Background: an optimization exercise with open tools, aiming at small area and a short achievable clock period. Do not read the settings as production practice. RTL that was checked went through simulation tests only; none was proved equivalent to the original. Function not checked in runs 2 to 4: the RTL went through the layout flow alone.

==> design/flow/run.sh <==
#!/bin/bash
# synth_recipe.tcl (not shown) runs the flow's synth.tcl, then flattens the netlist and writes it again
# the make line also repeats each setting of config.mk as NAME=value (left out here)
make -C /OpenROAD-flow-scripts/flow DESIGN_CONFIG=/design/flow/config.mk WORK_HOME=/design/flow/orfs CLKGATE_MAP_FILE= SYNTH_SCRIPT=/design/flow/synth_recipe.tcl finish
==> design/flow/config.mk <==
export PLATFORM = sky130hd
export DESIGN_NAME = sigma_delta_ADC
export DESIGN_NICKNAME = sigma_delta_ADC
export VERILOG_FILES = /design/flow/design.v
export SDC_FILE = /design/flow/constraint.sdc
export NUM_CORES = 4
export LEC_CHECK = 0
export CAP_MARGIN = 20
export CORE_MARGIN = 2
export CORE_UTILIZATION = 40
export SLEW_MARGIN = 20
==> design/flow/constraint.sdc <==
create_clock -name core_clock -period 4.0 [get_ports {clk}]
set_input_delay 0.8000 -clock core_clock [delete_from_list [all_inputs] [get_ports {clk}]]
set_output_delay 0.8000 -clock core_clock [all_outputs]
set_load 0.01 [all_outputs]
==> design/flow/design.v <==
module sigma_delta_ADC(
    input clk,
    input reset,
    input [23:0] analog_in,
    output reg [32:0] digital_out
);
reg [23:0] integrator1;
reg [23:0] integrator2;
reg [23:0] integrator3;
reg [23:0] integrator4;
reg [23:0] integrator5;
reg [23:0] integrator6;
reg [23:0] integrator7;
reg [23:0] integrator8;
reg [23:0] feedback;
always @(posedge clk or posedge reset) begin
    if (reset) begin
        integrator1 <= 0;
        integrator2 <= 0;
        integrator3 <= 0;
        integrator4 <= 0;
        integrator5 <= 0;
        integrator6 <= 0;
        integrator7 <= 0;
        integrator8 <= 0;
        feedback <= 0;
        digital_out <= 0;
    end else begin
        integrator1 <= integrator1 + analog_in - feedback;
        integrator2 <= integrator2 + integrator1 - feedback;
        integrator3 <= integrator3 + integrator2 - feedback;
        integrator4 <= integrator4 + integrator3 - feedback;
        integrator5 <= integrator5 + integrator4 - feedback;
        integrator6 <= integrator6 + integrator5 - feedback;
        integrator7 <= integrator7 + integrator6 - feedback;
        integrator8 <= integrator8 + integrator7 - feedback;
        if (integrator8 > 23'd8388607) begin
            feedback <= 24'hFFFFFF;
        end else begin
            feedback <= 0;
        end
        digital_out <= {feedback, 8'b00000000};
    end
end
endmodule
==> results_dict.tcl, run 1 <==
set metrics [dict create \
    type_of_destination_of_the_critical_path "register" \
    drtIter0Drc 461 \
    post_synth_num_cell_types 62 \
    use_met1_pct 18.3 \
    worstSkewPairLatency_ns 0.46 \
    area_growth_syn_to_layout_pct 14.8 \
    maximum_number_of_pins_on_one_net_before_global_route_repair 50 \
    setup_viol 0 \
    final-instance-count-excl-fill 2815 \
    ctsRootBufferMaster "sky130_fd_sc_hd__clkbuf_16" \
    synth-main-ff-cell "sky130_fd_sc_hd__dfrtp_1" \
    n_fill_cell 4523 \
    critPathCapture "integrator6[22]" \
    finalSetupTns_ns 0 \
    met3_routing_resource_usage_after_global_routing_pct 2.53 \
    initial_util_pct 40.5 \
    critical_path.reg2reg.endpoint "integrator6[22]" \
    synth_compound_gate_area_share_pct 14.8 \
    numPortBuffers 49 \
    antenna_violating_nets_post_route 0 \
    cts_tree "built" \
    netlist.top_cell.by_area "sky130_fd_sc_hd__dfrtp_1" \
    numPlacedInstances 2777 \
    simple_gate_fraction_of_synth_area_pct 6.96 \
    relSlewSlack_pct 62.1 \
    critical_path.top_delay_family "compound AO/OA/AOI/OAI gates" \
    drc_errors 0 \
    global_route.peak_usage_layer "met2" \
    synthAdderAreaFrac_pct 31.5 \
    muxShareOfSynthArea_pct 0.104 \
    core.rowCount 80 \
    layout_worst_path_cycle_share_pct 95.6 \
    antenna_violations_before_repair 0 \
    htree_levels 4 \
    synth_largest_type_area_fraction_pct 25.1 \
    hpwlAfterDp_mm 29.1 \
    drt_pass1_iterations 5 \
    antenna_cells_inserted 0 \
    slowest_delay_ns 0.62 \
    path_max_fanout 15 \
    routabilityCongestion 0.844 \
    fin_area_um2 22200 \
    report.final.slew_viol_count 0 \
    grt.total_usage_pct 15.1 \
    setup.worst_path.class "register to register" \
    global_route.usage.met2_pct 27.5 \
    setup_repair_after_global_routing_missed_its_margin "false" \
    tightest_slew_ns 0.568 \
    synth_edf_count 0 \
    main_combinational_cell_family_by_area_after_synthesis "adder cells" \
    rr_startpoint "feedback[22]" \
    syn-mean-instance-area_um2 9.12 \
    globalRouteOverflowTotal 0 \
    postSynthRegisterBits 194 \
    coreArea_um2 47700 \
    worst-path-buf-inv 2 \
    setup_slack_of_the_worst_register_to_register_path_ns 0.17 \
    period_minus_slack_ns 3.83 \
    xor_xnor_share_of_the_synthesized_area_pct 8.24 \
    ff2ff_path_depth 14 \
    drv_cap 0 \
    timing.critical_path.from "feedback[22]" \
    grt_pass1_wl_mm 62.4 \
    finalHoldWorstSlack_ns 0.458 \
    nets 2589 \
    route.detailed.wl_per_inst_um 12.2 \
    ys.warnings.count 1 \
    critical_path_depth 14 \
    required_ns 4.34 \
    seq_total_area_yosys_pct 25.1 \
    status "no timing/DRC/antenna violations" \
    fraction_of_layout_cells_with_a_size_suffix_above_1_pct 11.8 \
    hold_viol_final 0 \
    postSynth.asyncResetShare_pct 100 \
    maxClockFrequency_mhz 261 \
    die_w_um 224 \
    routed_wirelength_mm 34.4 \
    most_area_consuming_cells_after_synthesis "sky130_fd_sc_hd__dfrtp_1 (25%), sky130_fd_sc_hd__fa_1 (19%), sky130_fd_sc_hd__ha_1 (12%), sky130_fd_sc_hd__inv_1 (12%), sky130_fd_sc_hd__xnor2_1 (5.8%)" \
    critPathLaunchType "register" \
    first_global_vias 13900 \
    post_drt_via_cell_ratio 4.72 \
    vias 13300 \
    path_clk_slew_ns 0.07 \
    cts_made_buffers 17 \
    post_route_clock_skew_ns 0.00875 \
    hp-class "register to register" \
    worst_path_cell_trace "buf_4, ha_1, inv_2, ha_4, fa_1, a21o_1, a21o_1, a211oi_2, o21ai_1, a31oi_1, o21ai_1, a311oi_1, o21bai_1, xor2_1" \
    placement.cell_area_um2 21600 \
    number_of_placed_i_o_pins 59 \
    cts-root-to-sink-buffers 2 \
    cell_count_after_synthesis 2121 \
    die_height_um 224 \
    critical_path.slowest_cell "sky130_fd_sc_hd__dfrtp_4" \
    dieArea_um2 50100 \
    clock_sinks 194 \
    cts_hold_repair.buffers 0 \
    worst_ep_arrival_time_ns 4.16 \
    syn-cell-area_um2 19300 \
]
worst min path at each step:
stage / cells past startpoint / endpoint / slack [ns] / startpoint
after floorplan: 1 / feedback[22] / 0.45 / integrator8[23]
after global placement: 0 / feedback[22] / 0.47 / integrator8[23]
after detailed placement: 0 / feedback[22] / 0.45 / integrator8[23]
after CTS: 0 / feedback[22] / 0.49 / integrator8[23]
after global routing: 0 / feedback[22] / 0.48 / integrator8[23]
final: 0 / feedback[22] / 0.46 / integrator8[23]
cells in the final DEF (no fill, tap or decap), drive strengths merged, types with 8 or more instances in the layout:
| master | synthesis | final |
|---|---|---|
| a21o | 76 | 76 |
| o21a | 21 | 21 |
| or2 | 8 | 8 |
| clkbuf | 15 | 28 |
| nand3 | 28 | 28 |
| xor2 | 55 | 55 |
| a211oi | 11 | 11 |
| a21oi | 149 | 149 |
| o21bai | 19 | 19 |
| nand2 | 60 | 60 |
| nor2b | 20 | 20 |
| dfrtp | 194 | 194 |
| and3 | 20 | 20 |
| o21ai | 70 | 70 |
| nor3 | 14 | 14 |
| inv | 606 | 605 |
| nor2 | 68 | 68 |
| nand2b | 23 | 23 |
| a31oi | 19 | 19 |
| buf | 33 | 38 |
| nand4 | 10 | 10 |
| conb | 1 | 9 |
| clkdlybuf4s50 | 0 | 49 |
| ha | 192 | 192 |
| xnor2 | 127 | 127 |
| fa | 184 | 184 |
layer usage:
metal	wire, um	up-vias
li1	-	6782
met1	15400	6296
met3	809	55
met2	17500	162
met4	675	0
met5	0	-
worst register-to-register path: cells and delay by family, from the launching register on:
family | cells | cell delay [ns]
buffers and inverters | 2 | 0.30
adder cells (fa/ha/maj) | 3 | 0.91
AO/OA/AOI/OAI | 8 | 1.72
XOR/XNOR | 1 | 0.15
flip-flops | 1 | 0.62
cells by family after synthesis:
| kind of cell | Yosys count |
|---|---|
| buffers and inverters | 654 |
| DFF | 194 |
| and+or+nand+nor | 272 |
| xor gates and xnor gates | 182 |
| AOI/OAI and AO/OA | 440 |
| muxes | 2 |
| other | 1 |
| adders and majority gates | 376 |
synth_stat cells (all sizes together) (6+ instances only):
master / number
inv: 606
dfrtp: 194
ha: 192
fa: 184
a21oi: 149
xnor2: 127
a21o: 76
o21ai: 70
nor2: 68
nand2: 60
xor2: 55
buf: 33
nand3: 28
nand2b: 23
o21a: 21
and3: 20
nor2b: 20
a31oi: 19
o21bai: 19
clkbuf: 15
nor3: 14
a211oi: 11
nand4: 10
or2: 8
a211o: 7
a31o: 7
o211ai: 7
a311o: 6
and2: 6
sequential cells by signal (all words and copies together), names as in the netlist:
signal	flops
integrator4	24
integrator3	24
feedback	1
integrator2	24
integrator6	24
integrator1	24
integrator7	24
integrator8	24
integrator5	24
digital_out	1
cell type report:
type	count	area [um^2]	share of cell area (%)
flip-flops and latches	194	4860	21.9
repair buffers	87	867	3.91
clock inverters	4	20.0	0.0902
well taps	615	769	3.47
clock buffers	28	537	2.42
multi-input cells	1281	12900	58.0
inverters	606	2280	10.3
per-stage QoR:
stage / setup WS, ns / utilization [%]
after floorplan: -2.98 / -
after global placement: -0.110 / 45.2
after detailed placement: -0.146 / 45.2
after CTS: 0.0671 / 46.3
after global routing: 0.00280 / 46.5
final: 0.174 / 46.5
timing repair:
action                                  CTS  global route
buffers inserted                          0             5
endpoints found under the hold margin     0             0
endpoints found under the setup margin    0            10
resized for setup                         0             3
==> run 2: changes to the inputs <==
==> design/flow/design.v (replaced) <==
module sigma_delta_ADC(
    input clk,
    input reset,
    input [23:0] analog_in,
    output [32:0] digital_out
);
wire [12*9-1:0] lo_all;   
wire [12*9-1:0] hi_all;
wire f;
reg [11:0] in_hi;         
reg        dout;
assign lo_all[11:0] = analog_in[11:0];
assign hi_all[11:0] = in_hi;
genvar k;
generate for (k = 1; k <= 8; k = k + 1) begin : integ
    reg [11:0] lo;    
    reg [11:0] hi;    
    reg        cy;    
    always @(posedge clk or posedge reset) begin
        if (reset) begin
            lo <= 12'd0;
            hi <= 12'd0;
            cy <= 1'b0;
        end else begin
            {cy, lo} <= {1'b0, lo} + {1'b0, lo_all[12*(k-1) +: 12]} + {12'd0, f};
            hi <= hi + hi_all[12*(k-1) +: 12] + {11'd0, cy};
        end
    end
    assign lo_all[12*k +: 12] = lo;
    assign hi_all[12*k +: 12] = hi;
end endgenerate
assign f = hi_all[12*8 + 11];    
always @(posedge clk or posedge reset) begin
    if (reset) begin
        in_hi <= 12'd0;
        dout <= 1'b0;
    end else begin
        in_hi <= analog_in[23:12];
        dout <= f;
    end
end
assign digital_out = {1'b0, {24{dout}}, 8'b0};
endmodule
==> run 2 against run 1 <==
Against the previous run:
- first-iteration DRC count down 17%
- synthesized cell count decreased by 39%
- clock-buffer cell count rose by 9
- global-route usage decreased by 0.94 points
- via count decreased by 27%
- critical endpoint is now integ[2].lo[10]
==> results_dict.tcl, run 2 <==
set metrics [dict create \
    coreArea_um2 34500 \
    critical_path.slowest_cell "sky130_fd_sc_hd__dfrtp_1" \
    htree_levels 1 \
    synth_compound_gate_area_share_pct 20.7 \
    report.final.slew_viol_count 0 \
    antenna_violating_nets_post_route 0 \
    slowest_delay_ns 0.64 \
    period_minus_slack_ns 2.89 \
    antenna_violations_before_repair 0 \
    cts.repair.resized 0 \
    ctsRootBufferMaster "sky130_fd_sc_hd__clkbuf_16" \
    simple_gate_fraction_of_synth_area_pct 8.62 \
    setup_repair_after_global_routing_missed_its_margin "false" \
    xor_xnor_share_of_the_synthesized_area_pct 8.48 \
    synth-main-ff-cell "sky130_fd_sc_hd__dfrtp_1" \
    post_synth_most_frequent_cells "sky130_fd_sc_hd__dfrtp_1 (213), sky130_fd_sc_hd__ha_1 (168), sky130_fd_sc_hd__xnor2_1 (103), sky130_fd_sc_hd__nor2_1 (90), sky130_fd_sc_hd__inv_1 (82)" \
    required_ns 4.45 \
    worst_path_cell_trace "fa_1, fa_1, a21o_2, a2111oi_4, o31ai_2, a21oi_2, xnor2_1" \
    critical_path.reg2reg.endpoint "integ[2].lo[10]" \
    main_combinational_cell_family_by_area_after_synthesis "compound AO/OA/AOI/OAI gates" \
    hpwlAfterDp_mm 19.6 \
    largestRegisters "integ.hi: 96 flops, integ.lo: 96 flops, in_hi: 12 flops" \
    cts_tree "built" \
    critical_path.top_delay_family "adder cells" \
    drv_cap 0 \
    cts_made_buffers 26 \
    vias 9653 \
    worst_ep_arrival_time_ns 3.34 \
    path_max_fanout 10 \
    met3_routing_resource_usage_after_global_routing_pct 2.01 \
    whs_endpoint "integ[7].hi[0]" \
    synth_edf_count 0 \
    antenna_cells_inserted 0 \
    most_area_consuming_cells_after_synthesis "sky130_fd_sc_hd__dfrtp_1 (38%), sky130_fd_sc_hd__ha_1 (15%), sky130_fd_sc_hd__xnor2_1 (6.5%), sky130_fd_sc_hd__fa_1 (4.6%), sky130_fd_sc_hd__a21oi_1 (2.7%)" \
    globalRouteOverflowTotal 0 \
    final_common_cell "sky130_fd_sc_hd__dfrtp_1" \
    synthAdderAreaFrac_pct 19.7 \
    postSynthRegisterBits 213 \
    dieArea_um2 36400 \
    finalSetupTns_ns 0 \
    grt.total_usage_pct 14.2 \
    layout_worst_path_cycle_share_pct 72.2 \
    cts-root-to-sink-buffers 3 \
    global_route.peak_usage_layer "met2" \
    worst_hold_stages 1 \
    hold_path.startpoint "integ[7].cy" \
    postSynth.asyncResetShare_pct 100 \
    seq_total_area_yosys_pct 38.2 \
    area_growth_syn_to_layout_pct 13.3 \
    nets 1577 \
    maxClockFrequency_mhz 346 \
    critPathMostFrequentCell "sky130_fd_sc_hd__fa_1" \
    grt_pass1_wl_mm 43.5 \
    post_synth_num_cell_types 45 \
    fraction_of_layout_cells_with_a_size_suffix_above_1_pct 7.23 \
    ys.warnings.count 1 \
    ff2ff_path_depth 7 \
    worstSkewPairLatency_ns 0.53 \
    initial_util_pct 40.5 \
    cts_setup_buffers 0 \
    final_util_pct 45.8 \
    syn-cell-area_um2 13900 \
    drtIter0Drc 382 \
    route.detailed.wl_per_inst_um 13.7 \
    clock_sinks 213 \
    setup_viol 0 \
    synth_most_common_cell "sky130_fd_sc_hd__dfrtp_1" \
    first_global_vias 9648 \
    synth_largest_type_area_fraction_pct 38.2 \
    setup_slack_of_the_worst_register_to_register_path_ns 1.11 \
    relSlewSlack_pct 53.0 \
    muxShareOfSynthArea_pct 0.215 \
    cts_hold_repair.buffers 0 \
    post_route_clock_skew_ns 0.00545 \
    global_route.usage.met2_pct 24.4 \
    maximum_number_of_pins_on_one_net_before_global_route_repair 53 \
    setup.worst_path.class "register to register" \
    mostFrequentLayoutCells "sky130_fd_sc_hd__dfrtp_1 (213), sky130_fd_sc_hd__ha_1 (168), sky130_fd_sc_hd__xnor2_1 (103)" \
    drc_errors 0 \
    die_height_um 191 \
    path_clk_slew_ns 0.06 \
    hold_viol_final 0 \
    routabilityCongestion 0.840 \
    drt_pass1_iterations 4 \
    netlist.top_cell.by_area "sky130_fd_sc_hd__dfrtp_1" \
    critPathLaunchType "register" \
    status "no timing/DRC/antenna violations" \
    number_of_placed_i_o_pins 59 \
    cell_count_after_synthesis 1292 \
    post_drt_via_cell_ratio 5.29 \
    numPortBuffers 49 \
    syn-mean-instance-area_um2 10.8 \
    use_met1_pct 18.9 \
    tightest_slew_ns 0.705 \
    type_of_destination_of_the_critical_path "register" \
    hp-class "register to register" \
    worst-path-buf-inv 0 \
    routed_wirelength_mm 25.0 \
    core.rowCount 68 \
    die_w_um 191 \
    rr_startpoint "integ[8].hi[11]" \
]
run 2: changes by cell type after synthesis, moves of 22 or more:
cell                       delta
sky130_fd_sc_hd__a211oi_1    +27
sky130_fd_sc_hd__a21o_1      -33
sky130_fd_sc_hd__a21oi_1     -72
sky130_fd_sc_hd__fa_1       -152
sky130_fd_sc_hd__ha_1        -24
sky130_fd_sc_hd__inv_1      -524
sky130_fd_sc_hd__nand2_1     -37
sky130_fd_sc_hd__nor2_1      +22
sky130_fd_sc_hd__xnor2_1     -24
sky130_fd_sc_hd__xor2_1      -23
run 2: cell type report:
class | instances | area, um^2
Clock inverter | 10 | 153
Clock buffer | 37 | 773
Tap cell | 455 | 569
Fill cell | 3162 | 18700
Inverter | 82 | 312
Timing Repair Buffer | 57 | 576
Sequential cell | 213 | 5330
Multi-Input combinational cell | 971 | 8080
run 2: worst max path at each step:
stage	start	end	slack, ns	cells past startpoint
2_1_floorplan	reset	dout	0.43	1
3_3_place_gp	analog_in[0]	integ[1].lo[10]	0.63	8
3_5_place_dp	analog_in[0]	integ[1].lo[10]	0.60	8
4_1_cts	integ[8].hi[11]	integ[2].lo[10]	1.11	7
5_1_grt	integ[8].hi[11]	integ[3].lo[10]	0.96	7
6_report	integ[8].hi[11]	integ[2].lo[10]	1.11	7
run 2: kinds of logic (layout without fill, tap and decap cells):
group,Yosys count,after routing
buffers and inverters,116,186
and+or+nand+nor,237,237
AOI/OAI and AO/OA,387,387
DFF,213,213
muxes,3,3
other,1,9
adders and majority gates,200,200
xor gates and xnor gates,135,135
run 2: metal layers:
layer	wire, um	vias up	part of all wire [%]
met5	0	-	0
met2	12000	119	48
li1	-	4935	-
met3	677	35	2.7
met1	11900	4564	47
met4	466	0	1.9
run 2: metrics by stage:
stage               instance area (um^2)  hold WS, ns  worst slack (ns)  instances
floorplan                          14000        0.496             0.430       1300
global placement                   14800        0.499             0.625       1777
detailed placement                 14800        0.508             0.604       1777
CTS                                15800        0.522              1.11       1824
global route                       15800        0.534             0.964       1825
finish                             15800        0.517              1.11       1825
==> run 3: changes to the inputs <==
--- a/design/flow/config.mk
+++ b/design/flow/config.mk
@@ -5,7 +5,9 @@
 export SDC_FILE = /design/flow/constraint.sdc
 export NUM_CORES = 4
 export LEC_CHECK = 0
+export ABC_CLOCK_PERIOD_IN_PS = 1500
 export CAP_MARGIN = 20
 export CORE_MARGIN = 2
 export CORE_UTILIZATION = 40
+export SETUP_SLACK_MARGIN = 2.4
 export SLEW_MARGIN = 20
==> run 3 against run 2 <==
Against the previous run:
- still clean
- via count grew 6.9%
- utilization increased by 7.5 points
- clock-buffer cell count rose by 5
- routed wire length grew 15%
- global-route usage rose by 1.4 points
- hold slack improved by 0.045 ns
- critical endpoint is now integ[1].lo[10]
- highest routed layer unchanged
==> results_dict.tcl, run 3 <==
set metrics [dict create \
    syn-cell-area_um2 13900 \
    worst-path-buf-inv 2 \
    antenna_cells_inserted 0 \
    maxClockFrequency_mhz 377 \
    route.detailed.wl_per_inst_um 14.8 \
    hp-class "register to register" \
    ctsRootBufferMaster "sky130_fd_sc_hd__clkbuf_16" \
    critical_path.top_delay_family "compound AO/OA/AOI/OAI gates" \
    globalRouteOverflowTotal 0 \
    initial_util_pct 40.5 \
    clock_sinks 213 \
    first_global_vias 10400 \
    numPortBuffers 49 \
    tightest_slew_ns 0.728 \
    die_height_um 191 \
    synth_edf_count 0 \
    antenna_violations_before_repair 0 \
    post_route_clock_skew_ns 0.00711 \
    cell_count_after_synthesis 1292 \
    fraction_of_layout_cells_with_a_size_suffix_above_1_pct 32.4 \
    netlist.top_cell.by_area "sky130_fd_sc_hd__dfrtp_1" \
    postSynth.asyncResetShare_pct 100 \
    routed_wirelength_mm 28.8 \
    setup.worst_path.class "register to register" \
    cts-root-to-sink-buffers 3 \
    core.rowCount 68 \
    drv_cap 0 \
    period_minus_slack_ns 2.65 \
    ys.warnings.count 1 \
    setup_viol 0 \
    cts_tree "built" \
    die_w_um 191 \
    worstSkewPairLatency_ns 0.53 \
    post_drt_via_cell_ratio 5.31 \
    nets 1695 \
    postSynthRegisterBits 213 \
    post_synth_most_frequent_cells "sky130_fd_sc_hd__dfrtp_1 (213), sky130_fd_sc_hd__ha_1 (168), sky130_fd_sc_hd__xnor2_1 (103), sky130_fd_sc_hd__nor2_1 (90), sky130_fd_sc_hd__inv_1 (82)" \
    seq_total_area_yosys_pct 38.2 \
    setup_repair_after_global_routing_missed_its_margin "true" \
    critPathMostFrequentCell "sky130_fd_sc_hd__fa_2" \
    largestRegisters "integ.hi: 96 flops, integ.lo: 96 flops, in_hi: 12 flops" \
    post_synth_num_cell_types 45 \
    drc_errors 0 \
    synth_most_common_cell "sky130_fd_sc_hd__dfrtp_1" \
    critical_path.slowest_cell "sky130_fd_sc_hd__dfrtp_4" \
    most_area_consuming_cells_after_synthesis "sky130_fd_sc_hd__dfrtp_1 (38%), sky130_fd_sc_hd__ha_1 (15%), sky130_fd_sc_hd__xnor2_1 (6.5%), sky130_fd_sc_hd__fa_1 (4.6%), sky130_fd_sc_hd__a21oi_1 (2.7%)" \
    worst_path_cell_trace "buf_8, buf_12, fa_2, fa_2, a21o_4, a2111oi_4, o31ai_2, a21oi_2, xnor2_1" \
    number_of_placed_i_o_pins 59 \
    slowest_delay_ns 0.50 \
    synth_largest_type_area_fraction_pct 38.2 \
    drtIter0Drc 306 \
    antenna_violating_nets_post_route 0 \
    finalSetupTns_ns 0 \
    path_max_fanout 4 \
    synth-main-ff-cell "sky130_fd_sc_hd__dfrtp_1" \
    area_growth_syn_to_layout_pct 31.9 \
    grt.total_usage_pct 15.6 \
    htree_levels 1 \
    hold_viol_final 0 \
    syn-mean-instance-area_um2 10.8 \
    cts_made_buffers 26 \
    drt_pass1_iterations 4 \
    required_ns 4.45 \
    report.final.slew_viol_count 0 \
    n_fill_cell 2854 \
    worst_ep_arrival_time_ns 3.10 \
    routabilityCongestion 0.855 \
    status "no timing/DRC/antenna violations" \
    vias 10300 \
    dieArea_um2 36400 \
    path_clk_slew_ns 0.06 \
    hpwlAfterDp_mm 19.8 \
    maximum_number_of_pins_on_one_net_before_global_route_repair 76 \
    critPathLaunchType "register" \
    mostFrequentLayoutCells "sky130_fd_sc_hd__dfrtp_1 (207), sky130_fd_sc_hd__ha_1 (157), sky130_fd_sc_hd__xnor2_1 (92), sky130_fd_sc_hd__buf_6 (92), sky130_fd_sc_hd__inv_1 (72)" \
    pre_cts_ws_ns 0.863 \
    layout_setup_ws_ns 1.35 \
    relSlewSlack_pct 51.2 \
    final_common_cell "sky130_fd_sc_hd__dfrtp_1" \
    layout_worst_path_cycle_share_pct 66.3 \
    coreArea_um2 34500 \
    grt_pass1_wl_mm 47.6 \
    type_of_destination_of_the_critical_path "register" \
]
## run 3: logic make-up (layout without fill, tap and decap cells)
logic type	Yosys count	in the layout	share of synthesized area (%)
buffers and inverters	116	304	4.01
AND/OR/NAND/NOR	237	237	8.62
adder cells (fa/ha/maj)	200	200	19.7
AO/OA/AOI/OAI	387	387	20.7
other	1	9	0.0269
XOR/XNOR	135	135	8.48
flip-flops	213	213	38.2
multiplexers	3	3	0.215
## run 3: cell type report
cell class	instances	area, um^2	area share [%]
clock inverters	5	50.0	0.272
clock buffers	42	822	4.47
inverters	82	312	1.69
multi-input cells	971	9510	51.7
well taps	455	569	3.10
flip-flops and latches	213	5340	29.0
repair buffers	174	1780	9.68
repair inverters	1	5.00	0.0272
## run 3: stage by stage
step | std cells | util, % | hold slack (ns) | cell area [um^2]
finish | 1943 | 53.4 | 0.562 | 18400
CTS | 1898 | 50.4 | 0.567 | 17400
detailed placement | 1776 | 44.5 | 0.520 | 15300
global placement | 1776 | 44.5 | 0.518 | 15300
floorplan | 1300 | - | 0.496 | 14400
global route | 1943 | 53.4 | 0.595 | 18400
## run 3: path summary, 6_finish.rpt
| path | cells past startpoint | start | slack [ns] | end |
|---|---|---|---|---|
| max in group asynchronous | 3 | reset | 2.64 | integ[8].hi[11] |
| worst min register to register | 2 | in_hi[11] | 0.56 | integ[1].hi[11] |
| worst max-delay path | 9 | integ[8].hi[11] | 1.35 | integ[1].lo[10] |
| min in group asynchronous | 2 | reset | 0.87 | integ[2].hi[5] |
| worst max register to register | 9 | integ[8].hi[11] | 1.35 | integ[1].lo[10] |
| worst min-delay path | 2 | in_hi[11] | 0.56 | integ[1].hi[11] |
## run 3: worst reg2reg max path: stages (launching register included)
cell and delay (ns):
sky130_fd_sc_hd__dfrtp_4 0.50, sky130_fd_sc_hd__buf_8 0.14, sky130_fd_sc_hd__buf_12 0.12, sky130_fd_sc_hd__fa_2 0.37
sky130_fd_sc_hd__fa_2 0.38, sky130_fd_sc_hd__a21o_4 0.25, sky130_fd_sc_hd__a2111oi_4 0.43, sky130_fd_sc_hd__o31ai_2 0.12
sky130_fd_sc_hd__a21oi_2 0.15, sky130_fd_sc_hd__xnor2_1 0.12
## run 3: metal layers
metal,up-vias,wire length (um),GRT usage (%)
met2,148,14200,27.2
li1,5147,-,-
met5,-,0,0
met3,50,671,1.88
met4,0,661,3.94
met1,4972,13300,20.5
## run 3: repair_timing
action / in CTS / in global routing
pin swaps: 171 / 107
setup endpoints to repair: 179 / 312
buffers inserted: 74 / 44
gates cloned: 1 / 1
gates resized for setup: 268 / 147
hold buffers: 0 / 0
==> run 4: changes to the inputs <==
--- a/design/flow/config.mk
+++ b/design/flow/config.mk
@@ -8,6 +8,6 @@
 export ABC_CLOCK_PERIOD_IN_PS = 1500
 export CAP_MARGIN = 20
 export CORE_MARGIN = 2
-export CORE_UTILIZATION = 40
+export CORE_UTILIZATION = 65
 export SETUP_SLACK_MARGIN = 2.4
 export SLEW_MARGIN = 20
==> run 4 against run 3 <==
Against the previous run:
- still clean on timing, DRC and antenna
- utilization up 32 points
- hold slack better by 0.0052 ns
- clock-buffer cell count down 4
- area after synthesis unchanged
==> results_dict.tcl, run 4 <==
set metrics [dict create \
    report.final.slew_viol_count 0 \
    fin_area_um2 17900 \
    ys.warnings.count 1 \
    postSynthRegisterBits 213 \
    antenna_cells_inserted 0 \
    cts_hold_repair.buffers 0 \
    core.rowCount 53 \
    synth-main-ff-cell "sky130_fd_sc_hd__dfrtp_1" \
    critical_path.top_delay_family "compound AO/OA/AOI/OAI gates" \
    maxClockFrequency_mhz 348 \
    cell_count_after_synthesis 1292 \
    drt_pass1_iterations 5 \
    drv_cap 0 \
    finalHoldWorstSlack_ns 0.567 \
    globalRouteOverflowTotal 0 \
    synth_edf_count 0 \
    grt_pass1_wl_mm 48.4 \
    syn-cell-area_um2 13900 \
    most_area_consuming_cells_after_synthesis "sky130_fd_sc_hd__dfrtp_1 (38%), sky130_fd_sc_hd__ha_1 (15%), sky130_fd_sc_hd__xnor2_1 (6.5%), sky130_fd_sc_hd__fa_1 (4.6%), sky130_fd_sc_hd__a21oi_1 (2.7%)" \
    path_max_fanout 5 \
    synth_compound_gate_area_share_pct 20.7 \
    layout_worst_path_cycle_share_pct 71.8 \
    global_route.usage.met2_pct 46.2 \
    worst_path_cell_trace "buf_12, buf_4, fa_2, fa_2, a21o_4, a2111oi_4, o31ai_2, a21oi_2, xnor2_1" \
    routabilityCongestion 0.906 \
    setup_repair_after_global_routing_missed_its_margin "true" \
    finalSetupTns_ns 0 \
    largestRegisters "integ.hi: 96 flops, integ.lo: 96 flops, in_hi: 12 flops" \
    drtIter0Drc 459 \
    number_of_placed_i_o_pins 59 \
    critPathMostFrequentCell "sky130_fd_sc_hd__fa_2" \
    setup.worst_path.class "register to register" \
    tightest_slew_ns 0.933 \
    met3_routing_resource_usage_after_global_routing_pct 2.85 \
    hp-class "register to register" \
    simple_gate_fraction_of_synth_area_pct 8.62 \
    netlist.top_cell.by_area "sky130_fd_sc_hd__dfrtp_1" \
    fraction_of_layout_cells_with_a_size_suffix_above_1_pct 30.1 \
    type_of_destination_of_the_critical_path "register" \
    xor_xnor_share_of_the_synthesized_area_pct 8.48 \
    critPathLaunchType "register" \
    antenna_violations_before_repair 0 \
    dieArea_um2 22600 \
    period_minus_slack_ns 2.87 \
    worst-path-buf-inv 2 \
    mostFrequentLayoutCells "sky130_fd_sc_hd__dfrtp_1 (209), sky130_fd_sc_hd__ha_1 (157), sky130_fd_sc_hd__xnor2_1 (96)" \
    slowest_delay_ns 0.50 \
    post_route_clock_skew_ns 0.0134 \
    cts_made_buffers 24 \
    routed_wirelength_mm 33.8 \
    global_route.peak_usage_layer "met2" \
    vias 10900 \
    nets 1679 \
    postSynth.asyncResetShare_pct 100 \
    cts-root-to-sink-buffers 3 \
    critical_path.slowest_cell "sky130_fd_sc_hd__dfrtp_4" \
    hpwlAfterDp_mm 19.7 \
    muxShareOfSynthArea_pct 0.215 \
    cts_tree "built" \
    clock_sinks 213 \
    initial_util_pct 66.3 \
    synth_most_common_cell "sky130_fd_sc_hd__dfrtp_1" \
    htree_levels 1 \
    main_combinational_cell_family_by_area_after_synthesis "compound AO/OA/AOI/OAI gates" \
    hold_viol_final 0 \
    die_height_um 150 \
    post_drt_via_cell_ratio 6.22 \
    antenna_violating_nets_post_route 0 \
    relSlewSlack_pct 37.4 \
    path_clk_slew_ns 0.06 \
    drc_errors 0 \
    seq_total_area_yosys_pct 38.2 \
    placement.cell_area_um2 15100 \
    area_growth_syn_to_layout_pct 28.3 \
    first_global_vias 10400 \
    worst_ep_arrival_time_ns 3.32 \
    route.detailed.wl_per_inst_um 19.3 \
    syn-mean-instance-area_um2 10.8 \
    numPortBuffers 49 \
    synthAdderAreaFrac_pct 19.7 \
    worstSkewPairLatency_ns 0.53 \
    grt.total_usage_pct 26.0 \
    post_synth_num_cell_types 45 \
    synth_largest_type_area_fraction_pct 38.2 \
    final_common_cell "sky130_fd_sc_hd__dfrtp_1" \
    required_ns 4.45 \
    final_util_pct 85.1 \
    use_met1_pct 33.5 \
    setup_viol 0 \
    status "no timing/DRC/antenna violations" \
    die_w_um 150 \
    post_synth_most_frequent_cells "sky130_fd_sc_hd__dfrtp_1 (213), sky130_fd_sc_hd__ha_1 (168), sky130_fd_sc_hd__xnor2_1 (103), sky130_fd_sc_hd__nor2_1 (90), sky130_fd_sc_hd__inv_1 (82)" \
    coreArea_um2 21000 \
    ctsRootBufferMaster "sky130_fd_sc_hd__clkbuf_16" \
    maximum_number_of_pins_on_one_net_before_global_route_repair 52 \
]
run 4: changes by cell type in the layout (fill, tap and decap cells not counted), sizes merged:
cell	previous run	this run
clkinvlp	2	3
dlygate4sd2	3	1
buf	149	134
clkinv	4	1
clkbuf	42	38
bufinv	1	4
clkdlybuf4s50	22	24
run 4: worst register-to-register path, delay by kind of cell (launching register included):
| family | cells | cell delay (ns) |
|---|---|---|
| AO/OA/AOI/OAI | 4 | 0.99 |
| XOR/XNOR | 1 | 0.15 |
| adder cells (fa/ha/maj) | 2 | 0.88 |
| buffers and inverters | 2 | 0.28 |
| flip-flops | 1 | 0.50 |
run 4: worst paths after layout:
kind	depth (start not counted)	end	startpoint	slack, ns
setup / recovery	9	integ[8].lo[10]	integ[8].hi[11]	1.13
hold / removal	2	integ[1].hi[11]	in_hi[11]	0.57
setup reg to reg	9	integ[8].lo[10]	integ[8].hi[11]	1.13
hold reg to reg	2	integ[1].hi[11]	in_hi[11]	0.57
max in group asynchronous	3	integ[8].hi[11]	reset	2.55
min in group asynchronous	2	integ[5].hi[4]	reset	0.83
run 4: per-layer routing:
metal	up-vias	routed length (um)
met5	-	0
met3	87	1370
li1	5120	-
met4	0	1130
met2	299	17300
met1	5351	14000
run 4: timing repair:
action / in CTS / in global routing
hold endpoints to repair: 0 / 0
cloned: 1 / 3
pin swaps: 143 / 95
buffers inserted: 60 / 40
endpoints found under the setup margin: 292 / 188
resized for setup: 234 / 137
run 4: cell type report:
cell class / instances / area, um^2
clock buffers: 38 / 744
clock inverters: 5 / 125
fillers: 1087 / 3130
inverters: 82 / 312
multi-input cells: 971 / 9430
flip-flops and latches: 213 / 5340
well taps: 275 / 344
repair buffers: 159 / 1590
repair inverters: 2 / 10.0
run 4: cells by family (layout without fill, tap and decap cells):
group / Yosys count / count (layout)
multiplexers: 3 / 3
flip-flops: 213 / 213
AO/OA/AOI/OAI: 387 / 387
adder cells (fa/ha/maj): 200 / 200
buffers and inverters: 116 / 286
AND/OR/NAND/NOR: 237 / 237
XOR/XNOR: 135 / 135
other: 1 / 9
run 4: stage by stage:
step	cells	setup slack [ns]
global route	1745	1.09
detailed placement	1598	0.851
global placement	1598	0.925
floorplan	1300	0.430
finish	1745	1.13
CTS	1702	1.44

## afterwards: timing with drivers on the ports
Ports are ideal in the flow. The routed layouts listed here were re-timed in OpenROAD. Step 1 assumes that a clkbuf_16 drives the clock port and a buf_2 every other input. Step 2 moves the port delays by t, midway between the first and last clock arrival at a register: inputs arrive t later, outputs are due t later. That takes back most of the time a late clock gives input paths. Three values: no drivers, after step 1, after step 2; two values: the first two.
| run | t (ns) | setup WS [ns] | worst register clock-pin slew, ns | cell pins on the clock port's net |
|---|---|---|---|---|
| run 1 | 0.506 | 0.174 / 0.174 / -0.135 | 0.07 / 0.07 | 1 |
| run 2 | 0.569 | 1.111 / 1.111 / 0.606 | 0.06 / 0.06 | 1 |
| run 3 | 0.572 | 1.348 / 1.348 / 1.018 | 0.06 / 0.06 | 1 |
| run 4 | 0.569 | 1.128 / 1.128 / 1.099 | 0.06 / 0.06 | 1 |
With both steps, setup timing fails in run 1, where it was met with ideal ports. For run 2, which loses most, drivers alone change the setup slack by 0.000 ns; drivers and shift together by -0.505 ns.
